Source: an optimization exercise on an open RTL-to-GDS flow (aim: small area and a short achievable clock period). Production flows keep margins and buffers that such runs may drop.
RTL that was checked went through simulation tests only; none was proved equivalent to the original.
Power is estimated from default activity; no workload was simulated.

==> module m6502alu, before the edit <==
module m6502alu (clk,
   datai,
   datao,
   alu_ctl,
   alu_ctl_nx,
   alu_ld,
   alu2op,
   alu_out,
   alu_bin);
input   clk;
input   [7:0] datai;
input   [7:0] datao;
input   [11:0] alu_ctl;
input   [11:0] alu_ctl_nx;    
input   [2:0] alu_ld;
output  [5:0] alu2op;
output  [7:0] alu_out;
output  [7:0] alu_bin;       
reg     [7:0] jreg;
reg     [7:0] kreg;
reg     [7:0] bx;      
reg     [7:0] log_b;   
function [7:0] addb;
   input [11:0] ctl;
   input [7:0]  k;
   reg   [7:0]  b;
   begin
      b = ctl[7:6] == 2'b00 ? 8'h00 :
          ctl[7:6] == 2'b01 ? {{7{k[7]}}, 1'b1} : k;
      addb = b ^ {8{ctl[0]}};
   end
endfunction
function [7:0] logb;
   input [11:0] ctl;
   input [7:0]  k;
   reg   [7:0]  b;
   begin
      b = ctl[7:6] == 2'b00 ? 8'h00 :
          ctl[7:6] == 2'b01 ? 8'b1 << ctl[10:8] : k;
      logb = ctl[11] ? ~b : b;
   end
endfunction
wire [7:0] kreg_nx = alu_ld[2] ? datai : kreg;
always @(posedge clk) begin
   if (alu_ld[0] | alu_ld[1])
      jreg <= alu_ld[0] ? datai : datao;
   kreg <= kreg_nx;
   bx   <= addb(alu_ctl_nx, kreg_nx);
   log_b <= logb(alu_ctl_nx, kreg_nx);
end
wire       sub    = alu_ctl[0];
wire       cin    = alu_ctl[4];
wire       bcd_en = alu_ctl[3];
wire [1:0] bsel   = alu_ctl[7:6];
wire       addbcd = bcd_en & ~sub;
wire       subbcd = bcd_en & sub;
wire [7:0] p = jreg ^ bx;
wire [7:0] g = jreg & bx;
wire c1 = g[0] | p[0] & cin;
wire c2 = g[1] | p[1] & g[0] | p[1] & p[0] & cin;
wire c3 = g[2] | p[2] & g[1] | p[2] & p[1] & g[0] | p[2] & p[1] & p[0] & cin;
wire c4 = g[3] | p[3] & g[2] | p[3] & p[2] & g[1] | p[3] & p[2] & p[1] & g[0] |
          p[3] & p[2] & p[1] & p[0] & cin;           
wire [3:0] sl = p[3:0] ^ {c3, c2, c1, cin};
wire       sl_ge10 = sl[3] & (sl[2] | sl[1]);
wire lo_a6 = addbcd & (c4 | sl_ge10);
wire lo_aa = subbcd & ~c4;
wire [3:0] lo6 = {sl[3] ^ (sl[2] | sl[1]), ~(sl[2] ^ sl[1]), ~sl[1], sl[0]};
wire [3:0] loa = {~(sl[3] ^ (sl[2] & sl[1])), sl[2] ^ sl[1], ~sl[1], sl[0]};
wire [3:0] out_lo = lo_aa ? loa : lo_a6 ? lo6 : sl;
wire       cin4l = addbcd & sl_ge10;
wire h5g = g[4];
wire h5p = p[4];
wire h6g = g[5] | p[5] & g[4];
wire h6p = p[5] & p[4];
wire h7g = g[6] | p[6] & g[5] | p[6] & p[5] & g[4];
wire h7p = p[6] & p[5] & p[4];
wire h8g = g[7] | p[7] & g[6] | p[7] & p[6] & g[5] | p[7] & p[6] & p[5] & g[4];
wire h8p = p[7] & p[6] & p[5] & p[4];
wire [4:0] hs0 = {h8g,       p[7:4] ^ {h7g, h6g, h5g, 1'b0}};
wire [4:0] hs1 = {h8g | h8p, p[7:4] ^ {h7g | h7p, h6g | h6p, h5g | h5p, 1'b1}};
function [4:0] hi_bcd;    
   input [4:0] hs;
   input       m;
   input       aen;
   input       sen;
   reg         hadj, hadj_sub;
   reg   [3:0] hb;
   reg   [4:0] hf;
   begin
      hadj     = aen & (hs[4] | hs[3] & (hs[2] | hs[1] | m & hs[0]));
      hadj_sub = sen & ~hs[4];
      hb       = hadj_sub ? 4'b1010 : hadj ? 4'b0110 : 4'b0000;
      hf       = {1'b0, hs[3:0]} + {1'b0, hb} + {4'b0, m};
      hi_bcd   = {hs[4] | hf[4] & ~hadj_sub, hf[3:0]};
   end
endfunction
wire [4:0] h00 = hi_bcd(hs0, 1'b0, addbcd, subbcd);
wire [4:0] h01 = hi_bcd(hs0, 1'b1, addbcd, subbcd);
wire [4:0] h10 = hi_bcd(hs1, 1'b0, addbcd, subbcd);
wire [4:0] h11 = hi_bcd(hs1, 1'b1, addbcd, subbcd);
wire [4:0] hsel = c4 ? (cin4l ? h11 : h10) : (cin4l ? h01 : h00);
wire [3:0] out_hi   = hsel[3:0];
wire       bcd_cout = hsel[4];
wire       add_cout = c4 ? hs1[4] : hs0[4];
wire       add_out7 = c4 ? hs1[3] : hs0[3];
wire [2:0] log_ctl = alu_ctl[2:0];
wire [7:0] log_out = log_ctl == 3'b010 ? {jreg[6:0], cin} :
                     log_ctl == 3'b011 ? {cin, jreg[7:1]} :
                     log_ctl == 3'b100 ? jreg & log_b :
                     log_ctl == 3'b101 ? jreg | log_b :
                     log_ctl == 3'b110 ? jreg ^ log_b :
                     ~jreg & log_b;
wire log_cout = log_ctl == 3'b010 ? jreg[7] : jreg[0];
wire arith = alu_ctl[2:1] == 2'b00;
wire [7:0] alu_outl = alu_ctl[5] ? 8'h00 :
                      arith ? {out_hi, out_lo} : log_out;
assign alu_out = alu_outl;
wire [3:0] hbin_s = c4 ? hs1[3:0] : hs0[3:0];
assign alu_bin = alu_ctl[5] ? 8'h00 :
                 arith ? {hbin_s, sl} : log_out;
wire alu_cout  = arith ? bcd_cout : log_cout;
wire z_flag    = alu_outl == 8'h00;
wire n_flag    = alu_outl[7];
wire v_flag    = (~sub ^ jreg[7] ^ kreg[7]) & (add_out7 ^ jreg[7]);
wire bra_carry = add_cout ^ kreg[7] ^ (&jreg);
assign alu2op = {n_flag, v_flag, add_cout, bra_carry, z_flag, alu_cout};
endmodule  
Settings: LEC_CHECK=0, ABC_AREA=1, CAP_MARGIN=20, CORE_MARGIN=2, CORE_UTILIZATION=40, PLACE_DENSITY=0.6, SETUP_SLACK_MARGIN=4.7, SLEW_MARGIN=20; clock period 10.0 ns.
standard.sh (not shown) runs the stock make flow with config.mk's settings and CLKGATE_MAP_FILE= SYNTH_SCRIPT=/design/flow/synth_recipe.tcl, a recipe that flattens the netlist after the stock synthesis.
==> flow/flow/run.sh <==
#!/bin/bash
set -e
cp standard.sh standard_copy.sh.txt
export BUFFER_PORTS_ARGS="-buffer_cell sky130_fd_sc_hd__buf_4"
bash standard.sh > standard.log 2>&1
Then changed:
--- a/flow/design.v
+++ b/flow/design.v
@@ -439,7 +439,6 @@
 reg     [7:0] jreg;
 reg     [7:0] kreg;
 reg     [7:0] bx;      
-reg     [7:0] log_b;   
 function [7:0] addb;
    input [11:0] ctl;
    input [7:0]  k;
@@ -450,23 +449,12 @@
       addb = b ^ {8{ctl[0]}};
    end
 endfunction
-function [7:0] logb;
-   input [11:0] ctl;
-   input [7:0]  k;
-   reg   [7:0]  b;
-   begin
-      b = ctl[7:6] == 2'b00 ? 8'h00 :
-          ctl[7:6] == 2'b01 ? 8'b1 << ctl[10:8] : k;
-      logb = ctl[11] ? ~b : b;
-   end
-endfunction
 wire [7:0] kreg_nx = alu_ld[2] ? datai : kreg;
 always @(posedge clk) begin
    if (alu_ld[0] | alu_ld[1])
       jreg <= alu_ld[0] ? datai : datao;
    kreg <= kreg_nx;
    bx   <= addb(alu_ctl_nx, kreg_nx);
-   log_b <= logb(alu_ctl_nx, kreg_nx);
 end
 wire       sub    = alu_ctl[0];
 wire       cin    = alu_ctl[4];
@@ -524,6 +512,10 @@
 wire       bcd_cout = hsel[4];
 wire       add_cout = c4 ? hs1[4] : hs0[4];
 wire       add_out7 = c4 ? hs1[3] : hs0[3];
+wire [7:0] dcd = 8'b1 << alu_ctl[10:8];
+wire [7:0] log_b_preinv = bsel == 2'b00 ? 8'h00 :
+                          bsel == 2'b01 ? dcd : kreg;
+wire [7:0] log_b = alu_ctl[11] ? ~log_b_preinv : log_b_preinv;
 wire [2:0] log_ctl = alu_ctl[2:0];
 wire [7:0] log_out = log_ctl == 3'b010 ? {jreg[6:0], cin} :
                      log_ctl == 3'b011 ? {cin, jreg[7:1]} :
What happened:
- The changed run produced a clean layout
- core utilization goes up by 0.77 points
- maximum frequency goes down by 0.93%
- cell area goes down by 0.51%
- global-route usage goes down by 1.0 points
- worst hold slack improved by 0.0053 ns
- worst setup slack got worse by 0.049 ns
- routed wire length goes down by 3.9%
- clock-buffer cell count goes down by 1
- sequential share of layout area goes down by 0.64 points
- combinational power goes up by about 3%
- area after synthesis goes down by 1.3%
- die area goes down by 1.3%
- register-to-register slack improved by 0.22 ns
- synthesized cell count goes down by 1.3%
No run of this note included a check of the RTL's function; only the layout flow was run.


Setup of the previous run:
Another version of the RTL of m6502_org (not shown whole).
Size in the first run: roughly 2000 cells after synthesis, about 42 I/O pins.
==> module m6502alu, before the edit <==
module m6502alu (clk,
   datai,
   datao,
   alu_ctl,
   alu_ctl_nx,
   alu_ld,
   alu2op,
   alu_out,
   alu_bin);
input   clk;
input   [7:0] datai;
input   [7:0] datao;
input   [11:0] alu_ctl;
input   [11:0] alu_ctl_nx;    
input   [2:0] alu_ld;
output  [5:0] alu2op;
output  [7:0] alu_out;
output  [7:0] alu_bin;       
reg     [7:0] jreg;
reg     [7:0] kreg;
reg     [7:0] bx;      
reg     [7:0] log_b;   
function [7:0] addb;
   input [11:0] ctl;
   input [7:0]  k;
   reg   [7:0]  b;
   begin
      b = ctl[7:6] == 2'b00 ? 8'h00 :
          ctl[7:6] == 2'b01 ? {{7{k[7]}}, 1'b1} : k;
      addb = b ^ {8{ctl[0]}};
   end
endfunction
function [7:0] logb;
   input [11:0] ctl;
   input [7:0]  k;
   reg   [7:0]  b;
   begin
      b = ctl[7:6] == 2'b00 ? 8'h00 :
          ctl[7:6] == 2'b01 ? 8'b1 << ctl[10:8] : k;
      logb = ctl[11] ? ~b : b;
   end
endfunction
wire [7:0] kreg_nx = alu_ld[2] ? datai : kreg;
always @(posedge clk) begin
   if (alu_ld[0] | alu_ld[1])
      jreg <= alu_ld[0] ? datai : datao;
   kreg <= kreg_nx;
   bx   <= addb(alu_ctl_nx, kreg_nx);
   log_b <= logb(alu_ctl_nx, kreg_nx);
end
wire       sub    = alu_ctl[0];
wire       cin    = alu_ctl[4];
wire       bcd_en = alu_ctl[3];
wire [1:0] bsel   = alu_ctl[7:6];
wire       addbcd = bcd_en & ~sub;
wire       subbcd = bcd_en & sub;
wire [7:0] p = jreg ^ bx;
wire [7:0] g = jreg & bx;
wire c1 = g[0] | p[0] & cin;
wire c2 = g[1] | p[1] & g[0] | p[1] & p[0] & cin;
wire c3 = g[2] | p[2] & g[1] | p[2] & p[1] & g[0] | p[2] & p[1] & p[0] & cin;
wire c4 = g[3] | p[3] & g[2] | p[3] & p[2] & g[1] | p[3] & p[2] & p[1] & g[0] |
          p[3] & p[2] & p[1] & p[0] & cin;           
wire [3:0] sl = p[3:0] ^ {c3, c2, c1, cin};
wire       sl_ge10 = sl[3] & (sl[2] | sl[1]);
wire lo_a6 = addbcd & (c4 | sl_ge10);
wire lo_aa = subbcd & ~c4;
wire [3:0] lo6 = {sl[3] ^ (sl[2] | sl[1]), ~(sl[2] ^ sl[1]), ~sl[1], sl[0]};
wire [3:0] loa = {~(sl[3] ^ (sl[2] & sl[1])), sl[2] ^ sl[1], ~sl[1], sl[0]};
wire [3:0] out_lo = lo_aa ? loa : lo_a6 ? lo6 : sl;
wire       cin4l = addbcd & sl_ge10;
wire h5g = g[4];
wire h5p = p[4];
wire h6g = g[5] | p[5] & g[4];
wire h6p = p[5] & p[4];
wire h7g = g[6] | p[6] & g[5] | p[6] & p[5] & g[4];
wire h7p = p[6] & p[5] & p[4];
wire h8g = g[7] | p[7] & g[6] | p[7] & p[6] & g[5] | p[7] & p[6] & p[5] & g[4];
wire h8p = p[7] & p[6] & p[5] & p[4];
wire [4:0] hs0 = {h8g,       p[7:4] ^ {h7g, h6g, h5g, 1'b0}};
wire [4:0] hs1 = {h8g | h8p, p[7:4] ^ {h7g | h7p, h6g | h6p, h5g | h5p, 1'b1}};
function [4:0] hi_bcd;    
   input [4:0] hs;
   input       m;
   input       aen;
   input       sen;
   reg         hadj, hadj_sub;
   reg   [3:0] hb;
   reg   [4:0] hf;
   begin
      hadj     = aen & (hs[4] | hs[3] & (hs[2] | hs[1] | m & hs[0]));
      hadj_sub = sen & ~hs[4];
      hb       = hadj_sub ? 4'b1010 : hadj ? 4'b0110 : 4'b0000;
      hf       = {1'b0, hs[3:0]} + {1'b0, hb} + {4'b0, m};
      hi_bcd   = {hs[4] | hf[4] & ~hadj_sub, hf[3:0]};
   end
endfunction
wire [4:0] hs  = c4 ? hs1 : hs0;
wire [4:0] hsel = hi_bcd(hs, cin4l, addbcd, subbcd);
wire [3:0] out_hi   = hsel[3:0];
wire       bcd_cout = hsel[4];
wire       add_cout = c4 ? hs1[4] : hs0[4];
wire       add_out7 = c4 ? hs1[3] : hs0[3];
wire [2:0] log_ctl = alu_ctl[2:0];
wire [7:0] log_out = log_ctl == 3'b010 ? {jreg[6:0], cin} :
                     log_ctl == 3'b011 ? {cin, jreg[7:1]} :
                     log_ctl == 3'b100 ? jreg & log_b :
                     log_ctl == 3'b101 ? jreg | log_b :
                     log_ctl == 3'b110 ? jreg ^ log_b :
                     ~jreg & log_b;
wire log_cout = log_ctl == 3'b010 ? jreg[7] : jreg[0];
wire arith = alu_ctl[2:1] == 2'b00;
wire [7:0] alu_outl = alu_ctl[5] ? 8'h00 :
                      arith ? {out_hi, out_lo} : log_out;
assign alu_out = alu_outl;
wire [3:0] hbin_s = c4 ? hs1[3:0] : hs0[3:0];
assign alu_bin = alu_ctl[5] ? 8'h00 :
                 arith ? {hbin_s, sl} : log_out;
wire alu_cout  = arith ? bcd_cout : log_cout;
wire z_flag    = alu_outl == 8'h00;
wire n_flag    = alu_outl[7];
wire v_flag    = (~sub ^ jreg[7] ^ kreg[7]) & (add_out7 ^ jreg[7]);
wire bra_carry = add_cout ^ kreg[7] ^ (&jreg);
assign alu2op = {n_flag, v_flag, add_cout, bra_carry, z_flag, alu_cout};
endmodule  
export LEC_CHECK = 0
export ABC_AREA = 1
export CAP_MARGIN = 20
export CORE_MARGIN = 2
export CORE_UTILIZATION = 40
export PLACE_DENSITY = 0.6
export SETUP_SLACK_MARGIN = 5
export SLEW_MARGIN = 20
create_clock -name core_clock -period 10.0 [get_ports {clk}]
==> flow/flow/run.sh <==
#!/bin/bash
set -e
export BUFFER_PORTS_ARGS="-buffer_cell sky130_fd_sc_hd__buf_2"
bash standard.sh > standard.log 2>&1
The inputs of the current run differ from those of the previous run as listed below.
--- a/flow/design.v
+++ b/flow/design.v
@@ -449,5 +449,6 @@
 reg     [7:0] jreg;
 reg     [7:0] kreg;
-reg     [7:0] bx;      
+reg     [7:0] p;       
+reg     [7:0] g;       
 reg     [7:0] log_b;   
 function [7:0] addb;
@@ -472,9 +473,12 @@
 endfunction
 wire [7:0] kreg_nx = alu_ld[2] ? datai : kreg;
+wire [7:0] jreg_nx = alu_ld[0] | alu_ld[1] ? (alu_ld[0] ? datai : datao) : jreg;
+wire [7:0] bx_nx = addb(alu_ctl_nx, kreg_nx);
 always @(posedge clk) begin
    if (alu_ld[0] | alu_ld[1])
       jreg <= alu_ld[0] ? datai : datao;
    kreg <= kreg_nx;
-   bx   <= addb(alu_ctl_nx, kreg_nx);
+   p    <= jreg_nx ^ bx_nx;
+   g    <= jreg_nx & bx_nx;
    log_b <= logb(alu_ctl_nx, kreg_nx);
 end
@@ -485,6 +489,4 @@
 wire       addbcd = bcd_en & ~sub;
 wire       subbcd = bcd_en & sub;
-wire [7:0] p = jreg ^ bx;
-wire [7:0] g = jreg & bx;
 wire c1 = g[0] | p[0] & cin;
 wire c2 = g[1] | p[1] & g[0] | p[1] & p[0] & cin;
### Flow results
- The current run ran to completion and came out clean on the timing, design-rule and antenna checks.
- Between the previous run and the current run, distinct cell type count after synthesis decreased.
- On global-route usage over all layers: the current run sits above the previous run.
- The current run against the previous run: initial detailed-routing violation count now smaller, share of total power consumed by net switching +0.23 points, count of multi-input combinational gates fell by about 2%, flip-flop and latch share of the layout cell area increased by 0.91 points relative to the old numbers.
- Looking at setup slack at placement across both flows, the current run is the weaker of the two, with the previous run ahead.
- Re non-filler instance count after layout: the current run is 1.6% down on the previous run.
- Period utilization on the current run is down relative to the previous run.
- Looking at relative contribution of the clock network to total power across the previous run and the current run, the one that comes out higher is the current run.
- Of the previous run and the current run, the run reporting the lower non-clock inverter total of the final layout was the current run.
- The current run vs the previous run — area of all placed cells without fillers dropped slightly
- | wire length of the first global-routing pass | the current run vs the previous run | worse |
For the current run, only the layout was checked, not whether the RTL still works.

==> re-timing with driven ports <==
In the flow no input, the clock included, has a driving cell. The finished layouts below were timed again as built, in two steps. Step 1 sets driving cells, clkbuf_16 on the clock port and buf_2 on the other inputs (assumed; they add their load-dependent delay and slew). Step 2 also shifts input and output timing later by t, the mid clock arrival at the registers, as if the neighbouring blocks saw the same clock. Three values: no drivers, after step 1, after step 2; two values: the first two.
run | shift t [ns] | setup WS [ns] | worst register clock-pin slew, ns | worst data-port slew with drivers (ns)
the first run of note 1 | 0.506 | 4.844 / 4.789 / 5.085 | 0.09 / 0.09 | 0.03
the second run of note 1 | 0.511 | 4.795 / 4.740 / 5.214 | 0.09 / 0.09 | 0.05
the previous run | 0.499 | 5.107 / 5.051 / 4.883 | 0.09 / 0.09 | 0.05
the current run | 0.520 | 5.141 / 5.085 / 5.067 | 0.09 / 0.09 | 0.04
After both steps every run listed still meets setup and hold. For the previous run, which loses most, drivers alone change the setup slack by -0.056 ns; drivers and shift together by -0.224 ns.
